This is an optimization exercise on Yosys and OpenROAD, whose aim is small area, a short achievable clock period and few clock cycles, not a production implementation.
Only simulation tests tie the RTL to the original design; equivalence was not proved.
Power and IR drop assume default switching activity.

## flow/config.mk

```make
export PLATFORM = sky130hd
export DESIGN_NAME = move_generator
export DESIGN_NICKNAME = move_generator
export VERILOG_FILES = /design/flow/design.v
export SDC_FILE = /design/flow/constraint.sdc
export NUM_CORES = 4
export LEC_CHECK = 0
export CAP_MARGIN = 30
export CORE_MARGIN = 2
export CORE_UTILIZATION = 40
export SETUP_SLACK_MARGIN = 0.3
export SLEW_MARGIN = 30
```

## flow/constraint.sdc

```tcl
create_clock -name core_clock -period 11.0 [get_ports {clk_in}]
set_input_delay 2.2000 -clock core_clock [delete_from_list [all_inputs] [get_ports {clk_in}]]
set_output_delay 2.2000 -clock core_clock [all_outputs]
set_load 0.01 [all_outputs]
```

## flow/design.v

```verilog
typedef enum logic[2:0] {
    SPECIAL_NONE = 3'b000,
    SPECIAL_EN_PASSANT = 3'b001,
    SPECIAL_CASTLE = 3'b010,
    SPECIAL_UNKNOWN = 3'b011,
    SPECIAL_PROMOTE_KNIGHT = 3'b100,
    SPECIAL_PROMOTE_BISHOP = 3'b101,
    SPECIAL_PROMOTE_ROOK = 3'b110,
    SPECIAL_PROMOTE_QUEEN = 3'b111
} move_special_t;
typedef enum logic[2:0] {
    KNIGHT = 3'b000,
    BISHOP = 3'b001,
    ROOK = 3'b010,
    QUEEN = 3'b011,
    PAWN = 3'b100,
    KING = 3'b101
} piece_t;
typedef struct packed  {
    logic[2:0] rnk;
    logic[2:0] fil;
} coord_t;
typedef struct packed {
    logic [4:0][63:0] pieces;
    logic [63:0] pieces_w;
    coord_t[1:0] kings;
    logic[1:0] checkmate;
    logic[3:0] en_passant;
    logic[1:0][1:0] castle;
    logic[14:0] ply;
    logic[6:0] ply50;
} board_t;
typedef struct packed {
    coord_t src;
    coord_t dst;
    move_special_t special;
} move_t;
typedef logic [15:0] eval_t;
`timescale 1ns / 1ps
`default_nettype none
module move_generator(
    input wire    clk_in,
    input wire    rst_in,
    input wire [427:0] board_in,
    input wire    captures_only_in,
    input wire    valid_in,
    output logic [14:0] move_out,
    output logic  valid_out,
    output logic  ready_out
);
    logic ready_q;
    logic first_q;
    logic [63:0] rN, rD, rO, rP, rW;
    logic [5:0] rK0, rK1;
    logic [3:0] rCastle;
    logic [3:0] rEp;
    logic rBlack, rCap;
    logic [63:0] occ_r;
    assign ready_out = ready_q;
    wire acc = valid_in & ready_q;
    wire [63:0] in_N = board_in[171:108];
    wire [63:0] in_B = board_in[235:172];
    wire [63:0] in_R = board_in[299:236];
    wire [63:0] in_Q = board_in[363:300];
    wire [63:0] in_P = board_in[427:364];
    wire [63:0] own = rW ^ {64{rBlack}};
    logic [63:0] k0_oh, k1_oh;
    always_comb begin
        k0_oh = 64'b0; k0_oh[rK0] = 1'b1;
        k1_oh = 64'b0; k1_oh[rK1] = 1'b1;
    end
    wire [63:0] occ_comb = rN | rD | rO | rP | k0_oh | k1_oh;
    wire [63:0] occ_use = first_q ? occ_comb : occ_r;
    wire [63:0] dm = rCap ? (occ_use & ~own) : ~(occ_use & own);
    wire [63:0] en_r = occ_r & ~own;
    wire [63:0] aN = rN & own;
    wire [63:0] aD = rD & own;
    wire [63:0] aO = rO & own;
    wire [63:0] aP = rP & own;
    wire anyN = |aN;
    wire anyD = |aD;
    wire anyO = |aO;
    wire anyP = |aP;
    wire sel_any = anyN | anyD | anyO | anyP;
    wire selN = anyN;
    wire selD = ~anyN & anyD;
    wire selO = ~anyN & ~anyD & anyO;
    wire selP = ~anyN & ~anyD & ~anyO & anyP;
    wire [63:0] sel_m = anyN ? aN : anyD ? aD : anyO ? aO : aP;
    wire [63:0] sel_low = sel_m & (~sel_m + 64'd1);
    logic [5:0] sel_src;
    always_comb begin
        sel_src = 6'd0;
        for (integer i = 0; i < 64; i = i + 1)
            if (sel_low[i]) sel_src = sel_src | i[5:0];
    end
    logic s1_v;
    logic tK, tC, tN, tD, tO, tP;
    logic [5:0] s1_src;
    wire [2:0] r = s1_src[5:3];
    wire [2:0] f = s1_src[2:0];
    logic [7:0] Rdec, Fdec;
    logic [14:0] Ddec, Adec;
    logic [63:0] oh;
    always_comb begin
        Rdec = 8'b0; Rdec[r] = 1'b1;
        Fdec = 8'b0; Fdec[f] = 1'b1;
        Ddec = 15'b0; Ddec[4'd7 + {1'b0, f} - {1'b0, r}] = 1'b1;
        Adec = 15'b0; Adec[{1'b0, r} + {1'b0, f}] = 1'b1;
        oh = 64'b0; oh[s1_src] = 1'b1;
    end
    wire enRF = s1_v & (tO | tK);
    wire enDA = s1_v & (tD | tK);
    wire [7:0] Rl = Rdec & {8{enRF}};
    wire [7:0] Fl = Fdec & {8{enRF}};
    wire [14:0] Dl = Ddec & {15{enDA}};
    wire [14:0] Al = Adec & {15{enDA}};
    function automatic [7:0] lineatk(input [7:0] o, input [2:0] p);
        logic [7:0] ph, up, dn;
        ph = 8'b0; ph[p] = 1'b1;
        up[0] = 1'b0;
        for (integer k = 1; k < 8; k = k + 1)
            up[k] = ph[k-1] | (up[k-1] & ~o[k-1]);
        dn[7] = 1'b0;
        for (integer k = 6; k >= 0; k = k - 1)
            dn[k] = ph[k+1] | (dn[k+1] & ~o[k+1]);
        lineatk = up | dn;
    endfunction
    logic [7:0] o_r, o_f, o_d, o_a;
    always_comb begin
        for (integer x = 0; x < 8; x = x + 1) begin
            o_r[x] = tK;
            o_f[x] = tK;
            o_d[x] = tK;
            o_a[x] = tK;
            for (integer y = 0; y < 8; y = y + 1) begin
                o_r[x] = o_r[x] | (occ_r[y*8 + x] & Rdec[y]);
                o_f[x] = o_f[x] | (occ_r[x*8 + y] & Fdec[y]);
                o_d[x] = o_d[x] | (occ_r[x*8 + y] & Ddec[y - x + 7]);
                o_a[x] = o_a[x] | (occ_r[x*8 + y] & Adec[x + y]);
            end
        end
    end
    wire [7:0] at_r = lineatk(o_r, f);
    wire [7:0] at_f = lineatk(o_f, r);
    wire [7:0] at_d = lineatk(o_d, r);
    wire [7:0] at_a = lineatk(o_a, r);
    logic [63:0] slide;
    logic [63:0] knight;
    always_comb begin
        for (integer i = 0; i < 8; i = i + 1)
            for (integer j = 0; j < 8; j = j + 1)
                slide[i*8 + j] = (Rl[i] & at_r[j]) | (Fl[j] & at_f[i]) |
                                 (Dl[j - i + 7] & at_d[i]) | (Al[i + j] & at_a[i]);
        for (integer t = 0; t < 64; t = t + 1) begin
            knight[t] = 1'b0;
            for (integer s = 0; s < 64; s = s + 1) begin
                if (((s/8 - t/8 == 1 || t/8 - s/8 == 1) && (s%8 - t%8 == 2 || t%8 - s%8 == 2)) ||
                    ((s/8 - t/8 == 2 || t/8 - s/8 == 2) && (s%8 - t%8 == 1 || t%8 - s%8 == 1)))
                    knight[t] = knight[t] | oh[s];
            end
        end
        knight = knight & {64{s1_v & tN}};
    end
    wire [63:0] ohP = oh & {64{s1_v & tP}};
    wire [63:0] fwd1 = rBlack ? (ohP >> 8) : (ohP << 8);
    wire [63:0] p_push = fwd1 & ~occ_r & {64{~rCap}};
    wire [63:0] fwd2 = rBlack ? (p_push >> 8) : (p_push << 8);
    wire [63:0] p_dbl = fwd2 & ~occ_r & (rBlack ? 64'h000000FF00000000 : 64'h00000000FF000000);
    logic [63:0] epsq;
    always_comb begin
        epsq = 64'b0;
        epsq[{rBlack ? 3'd2 : 3'd5, rEp[2:0]}] = rEp[3];
    end
    wire [63:0] capt = en_r | epsq;
    wire [63:0] p_lc = (fwd1 >> 1) & 64'h7F7F7F7F7F7F7F7F & capt;
    wire [63:0] p_rc = (fwd1 << 1) & 64'hFEFEFEFEFEFEFEFE & capt;
    wire [63:0] BACK = 64'hFF000000000000FF;
    wire p_fl = |(p_lc & BACK);
    wire p_fp = |(p_push & BACK);
    wire p_fr = |(p_rc & BACK);
    wire p_promo = s1_v & tP & (r == (rBlack ? 3'd1 : 3'd6));
    wire p_repl2 = ~rCap & ~p_fp;
    wire [1:0] p_repr = p_fl ? 2'd1 : ((p_fp | rCap) ? 2'd2 : 2'd3);
    wire [1:0] rights = rBlack ? rCastle[3:2] : rCastle[1:0];
    wire [7:0] back = rBlack ? occ_r[63:56] : occ_r[7:0];
    wire c_g = s1_v & tC & rights[0] & ~back[5] & ~back[6];
    wire c_c = s1_v & tC & rights[1] & ~back[1] & ~back[2] & ~back[3];
    logic [63:0] cbits;
    always_comb begin
        cbits = 64'b0;
        for (integer i = 0; i < 8; i = i + 1) begin
            cbits[i*8 + 6] = Rdec[i] & c_g;
            cbits[i*8 + 2] = Rdec[i] & c_c;
        end
    end
    wire [63:0] s2_dst = ((slide | knight) & dm) | p_push | p_dbl | p_lc | p_rc | cbits;
    logic [63:0] cur_dst, nxt_dst;
    logic [5:0] cur_src, nxt_src;
    logic cur_cs, nxt_cs;        
    logic cur_pr, nxt_pr;        
    logic cur_fl, nxt_fl, cur_fp, nxt_fp, cur_fr, nxt_fr;
    logic cur_rl, nxt_rl;
    logic [1:0] cur_rr, nxt_rr;
    logic [3:0] pcnt;
    wire cur_v = |cur_dst;
    wire nxt_v = |nxt_dst;
    wire [63:0] cur_low = cur_dst & (~cur_dst + 64'd1);
    wire cur_multi = |(cur_dst & ~cur_low);
    logic [5:0] cur_idx;
    always_comb begin
        cur_idx = 6'd0;
        for (integer i = 0; i < 64; i = i + 1)
            if (cur_low[i]) cur_idx = cur_idx | i[5:0];
    end
    wire [1:0] rep_m1 = cur_fl ? {1'b0, cur_rl} : (cur_fp ? 2'd0 : cur_rr - 2'd1);
    wire tdone = (pcnt[1:0] == 2'b11) && (pcnt[3:2] == rep_m1);
    wire hold = cur_pr & ~tdone;
    wire cur_last = cur_v & ~cur_multi & ~hold;
    wire cur_free = ~cur_v | cur_last | rst_in;
    wire nxt_take = nxt_v & ~rst_in;
    wire adv = cur_free | ~nxt_v;
    wire load_nxt = rst_in | (nxt_v ? cur_free : ~cur_free);
    wire done = cur_free & ~nxt_v & ~s1_v;
    logic [2:0] special;
    always_comb begin
        if (cur_cs) special = SPECIAL_CASTLE;
        else if (cur_pr) special = {1'b1, pcnt[1:0]};
        else special = SPECIAL_NONE;
    end
    wire [63:0] s2_g = s2_dst & {64{~rst_in}};
    always_ff @(posedge clk_in) begin
        move_out <= {cur_src, cur_idx, special};
        valid_out <= cur_v & ~rst_in;
        if (rst_in) begin
            ready_q <= 1'b1;
            first_q <= 1'b0;
        end else begin
            first_q <= acc;
            if (acc) ready_q <= 1'b0;
            else if (~ready_q & done) ready_q <= 1'b1;
        end
        if (ready_q) begin
            rN <= in_N;
            rD <= in_B | in_Q;
            rO <= in_R | in_Q;
            rP <= in_P;
            rW <= board_in[107:44];
            rK0 <= board_in[37:32];
            rK1 <= board_in[43:38];
            rEp <= board_in[29:26];
            rCastle <= board_in[25:22];
            rBlack <= board_in[7];
            rCap <= captures_only_in;
        end else if (adv & ~(s1_v & tK)) begin
            if (selN) rN <= rN & ~sel_low;
            if (selD) rD <= rD & ~sel_low;
            if (selO) rO <= rO & ~sel_low;
            if (selP) rP <= rP & ~sel_low;
        end
        if (first_q) occ_r <= occ_comb;
        if (rst_in) begin
            s1_v <= 1'b0;
        end else if (acc) begin
            s1_v <= 1'b1;
            {tK, tC, tN, tD, tO, tP} <= 6'b100000;
            s1_src <= board_in[7] ? board_in[43:38] : board_in[37:32];
        end else if (adv) begin
            if (s1_v & tK) begin
                {tK, tC, tN, tD, tO, tP} <= 6'b010000;
            end else begin
                s1_v <= sel_any & ~ready_q;
                {tK, tC, tN, tD, tO, tP} <= {2'b00, selN, selD, selO, selP};
                s1_src <= sel_src;
            end
        end
        if (cur_free) begin
            if (nxt_take) begin
                cur_dst <= nxt_dst; cur_src <= nxt_src; cur_cs <= nxt_cs; cur_pr <= nxt_pr;
                cur_fl <= nxt_fl; cur_fp <= nxt_fp; cur_fr <= nxt_fr; cur_rl <= nxt_rl; cur_rr <= nxt_rr;
            end else begin
                cur_dst <= s2_g; cur_src <= s1_src; cur_cs <= tC; cur_pr <= p_promo;
                cur_fl <= p_fl; cur_fp <= p_fp; cur_fr <= p_fr; cur_rl <= p_repl2; cur_rr <= p_repr;
            end
            pcnt <= 4'd0;
        end else if (hold) begin
            pcnt <= pcnt + 4'd1;
        end else begin
            cur_dst <= cur_dst & ~cur_low;
            pcnt <= 4'd0;
            if (cur_fl) cur_fl <= 1'b0;
            else if (cur_fp) cur_fp <= 1'b0;
            else cur_fr <= 1'b0;
        end
        if (load_nxt) begin
            nxt_dst <= s2_g; nxt_src <= s1_src; nxt_cs <= tC; nxt_pr <= p_promo;
            nxt_fl <= p_fl; nxt_fp <= p_fp; nxt_fr <= p_fr; nxt_rl <= p_repl2; nxt_rr <= p_repr;
        end
    end
endmodule
`default_nettype wire
```

## flow/run.sh

```bash
#!/bin/bash
# synth_recipe.tcl (not shown) runs the flow's synth.tcl, then flattens the netlist and writes it again
# the make line also repeats each setting of config.mk as NAME=value (left out here)
make -C /OpenROAD-flow-scripts/flow DESIGN_CONFIG=/design/flow/config.mk WORK_HOME=/design/flow/orfs CLKGATE_MAP_FILE= SYNTH_SCRIPT=/design/flow/synth_recipe.tcl finish
```

==> summary.txt <==
## sequential cells by signal (all words and copies together) (netlist names), 2 cells and up
signal,flops
rEp,4
nxt_rr,2
cur_rr,2
s1_src,6
rO,64
cur_dst,64
rN,64
cur_src,6
rK0,6
nxt_dst,64
nxt_src,6
pcnt,4
move_out,15
occ_r,64
rK1,6
rD,64
rP,64
rW,64
rCastle,4
## logic make-up after synthesis
family,synth area share [%]
xor gates and xnor gates,2.089
buffers and inverters,5.158
AOI/OAI and AO/OA,27.59
DFF,38.25
adders and majority gates,0.9235
and+or+nand+nor,23.41
muxes,2.576
## power breakdown
| group | total [mW] | internal, mW | switching [mW] |
|---|---|---|---|
| clock network | 2.43 | 1.34 | 1.09 |
| registers | 3.27 | 2.72 | 0.550 |
| logic | 2.92 | 0.845 | 2.08 |
## through the flow
step	utilization, %	instances
after detailed placement	46.34	7185
after global routing	48.65	7323
final	48.71	7348
after global placement	46.19	7182
after CTS	48.41	7310
after floorplan	-	5418
## critical path: stages, from the launching register on
cell and delay, ns:
edfxtp_1 0.66, buf_4 0.32, a221oi_4 0.91, nand4_1 0.72, or4_4 0.76, a211o_1 0.74, nor3_1 0.48, buf_4 0.36
a21o_1 0.16, o21ai_1 0.16, nand3_1 0.54, nor4b_1 0.13, buf_4 0.23, a211oi_1 0.98, nand4_1 0.62, nor3b_1 0.44
a31oi_2 0.39
## worst paths after layout
check	slack (ns)	startpoint	endpoint
worst max register to register	1.96	rW[40]	s1_src[2]
worst min register to register	0.36	cur_src[2]	move_out[11]
worst max-delay path	1.96	rW[40]	s1_src[2]
worst min-delay path	0.36	cur_src[2]	move_out[11]
## Yosys cell counts, drive strengths merged, types with 45 or more instances
master | number | area share [%]
xor2 | 61 | 1.2
o31ai | 114 | 1.9
a31oi | 115 | 1.6
nand2 | 687 | 5.8
nand4 | 96 | 1.4
a22oi | 104 | 1.8
and3 | 70 | 0.99
nor4 | 140 | 2.0
a211oi | 47 | 0.83
a21oi | 411 | 4.6
o21ai | 378 | 4.3
clkbuf | 275 | 2.3
mux2i | 66 | 1.5
xnor2 | 45 | 0.89
and2 | 59 | 0.83
nor2 | 526 | 4.4
nor3 | 143 | 1.6
o22ai | 84 | 1.2
dfxtp | 87 | 3.9
nand3 | 164 | 1.8
buf | 86 | 0.95
inv | 223 | 1.9
a221oi | 131 | 2.6
nand2b | 113 | 1.6
edfxtp | 508 | 34
o221ai | 52 | 1.0
## metal layers
layer | part of all wire, % | up-vias | wire (microns)
met3 | 15 | 1913 | 47870
met5 | 0.098 | - | 322
met4 | 13 | 34 | 43470
met2 | 40 | 5534 | 131900
met1 | 32 | 26295 | 105400
li1 | - | 21525 | -
## layout make-up
type | instances | area (sq um) | share of cell area (%)
Antenna cell | 33 | 82.58 | 0.1536
Inverter | 223 | 839.6 | 1.562
Multi-Input combinational cell | 4239 | 25700 | 47.81
Timing Repair Buffer | 645 | 5986 | 11.13
Tap cell | 1488 | 1862 | 3.463
Sequential cell | 595 | 17010 | 31.63
Clock buffer | 86 | 1874 | 3.486
Clock inverter | 39 | 410.4 | 0.7634
==> flow_metrics.env <==
export IMPL_postCtsHoldBufs=0
export IMPL_globalRouteMet2Util_pct=79.65
export IMPL_worstSetupEndpointType="flip-flop"
export IMPL_synth_top_flop_cell="edfxtp_1"
export IMPL_final_cell_mix="nand2_1 (683), nor2_1 (513), edfxtp_1 (508), clkdlybuf4s50_1 (424), a21oi_1 (409)"
export IMPL_fin_crit_ns=9.042
export IMPL_synth_seq_cells=595
export IMPL_met3_usage_pct=26.15
export IMPL_worst_slew_pin_slew_ns=1.245
export IMPL_min_period_over_period_pct=82.20
export IMPL_crit_type="flip-flop to flip-flop"
export IMPL_cts_buffers_inserted=70
export IMPL_n_fill_cell=10447
export IMPL_total_power_mw=8.626
export IMPL_final_setup_worst_slack_ns=1.958
export IMPL_synth_area_per_cell_sq_um=8.202
export IMPL_hp_class="flip-flop to flip-flop"
export IMPL_relSlewSlack_pct=16.42
export IMPL_grt_usage_pct=56.38
export IMPL_drv_cap=0
export IMPL_synth_nets=5880
export IMPL_nets=6236
export IMPL_reg2regPathDepth=16
export IMPL_worst_clock_skew_ns=0.04241
export IMPL_cp_start_kind="flip-flop"
export IMPL_postSynth_asyncResetShare_pct=0
export IMPL_grtUsageMet1_pct=60.40
export IMPL_grt_ovfl_total=0
export IMPL_dp_final_hpwl_microns=252600
export IMPL_drive_above_1_share_pct=8.718
export IMPL_vias=55301
export IMPL_busiest_layer="met2"
export IMPL_die_w_microns=337.3
export IMPL_pre_cts_ws_ns=2.965
export IMPL_p_leak_nw=19.36
export IMPL_syn_cell_area_sq_um=44440
export IMPL_postCtsSetupRepairBufs=0
export IMPL_antenna_left=0
export IMPL_p_per_area_nw_per_um2=160.4
export IMPL_cts_root_buffer="clkbuf_16"
export IMPL_wl_per_cell_microns=44.78
export IMPL_synth_warnings=1
export IMPL_insertion_delay_ns=0.70
export IMPL_cts_tree="done"
export IMPL_required_ns=11.29
export IMPL_clk_pin_slew_ns=0.06
export IMPL_yosysUniqueCellTypes=97
export IMPL_die_area_sq_um=113800
export IMPL_cp_data_arrival_time_ns=9.34
export IMPL_die_y_microns=337.3
export IMPL_globalplace_congestion=1.224
export IMPL_synth_edff_count=508
export IMPL_post_route_drc_count=0
export IMPL_tns_ns=0
export IMPL_grt_pass1_vias=50244
export IMPL_grt_antenna_before_repair=50
export IMPL_synth_cells=5418
export IMPL_finalMaxSlewViolations=0
export IMPL_firstDrtPassIters=10
export IMPL_fin_area_sq_um=53760
export IMPL_clock_sinks=595
export IMPL_start_util_pct=40.27
export IMPL_max_freq_mhz=110.6
export IMPL_drt_iter0_markers=10616
export IMPL_worstHoldPathCells=0
export IMPL_hold_violations=0
export IMPL_ys_seq_area_share_pct=38.25
export IMPL_wl_microns=329000
export IMPL_num_rows=122
export IMPL_clk_path_buf_depth=3
export IMPL_grt_pass1_wl_microns=436400
export IMPL_core_sq_um=110400
export IMPL_cts_htree_levels=3
export IMPL_grt_max_degree=246
export IMPL_status="timing/DRC/antenna clean"
export IMPL_rsz0062_at_grt="false"
export IMPL_whs_ns=0.3566
export IMPL_final_common_cell="nand2_1"
export IMPL_post_cts_resized=0
export IMPL_boundaryPins=449
export IMPL_via_per_inst=7.526
export IMPL_irDropWorstVdd_uv=121.8
export IMPL_area_delta_synth_final_pct=20.97
export IMPL_placedInstanceArea_sq_um=51150
export IMPL_setup_violations=0
export IMPL_portBuffers=425
export IMPL_path_max_fanout=14
Testbench counts, summed over its fixed seeds: cycles 103,264.

static timing again, ports no longer ideal:
No port has a modelled driver above. Below, the same layout with a new extraction and two added sets of constraints. Step 1 (the two cells are an assumption about what drives the block):
set clk [get_ports {clk_in}]
set_driving_cell -lib_cell sky130_fd_sc_hd__clkbuf_16 $clk
set_driving_cell -lib_cell sky130_fd_sc_hd__buf_2 [delete_from_list [all_inputs] $clk]
Step 2 also shifts input and output timing later by t, the mid clock arrival at the registers, as if the neighbouring blocks saw the same clock. Slacks: ideal ports / drivers / drivers and shift; pairs: ideal ports / drivers.
t (ns): 0.767
setup slack, ns: 1.958 / 1.958 / 1.958
worst hold slack (ns): 0.357 / 0.357 / 0.357
worst setup path after step 2: register to register
clock arrival spread, ns: 0.042 / 0.042
After both steps setup and hold are still met in this run. For this run, drivers alone change the setup slack by 0.000 ns; drivers and shift together by 0.000 ns.
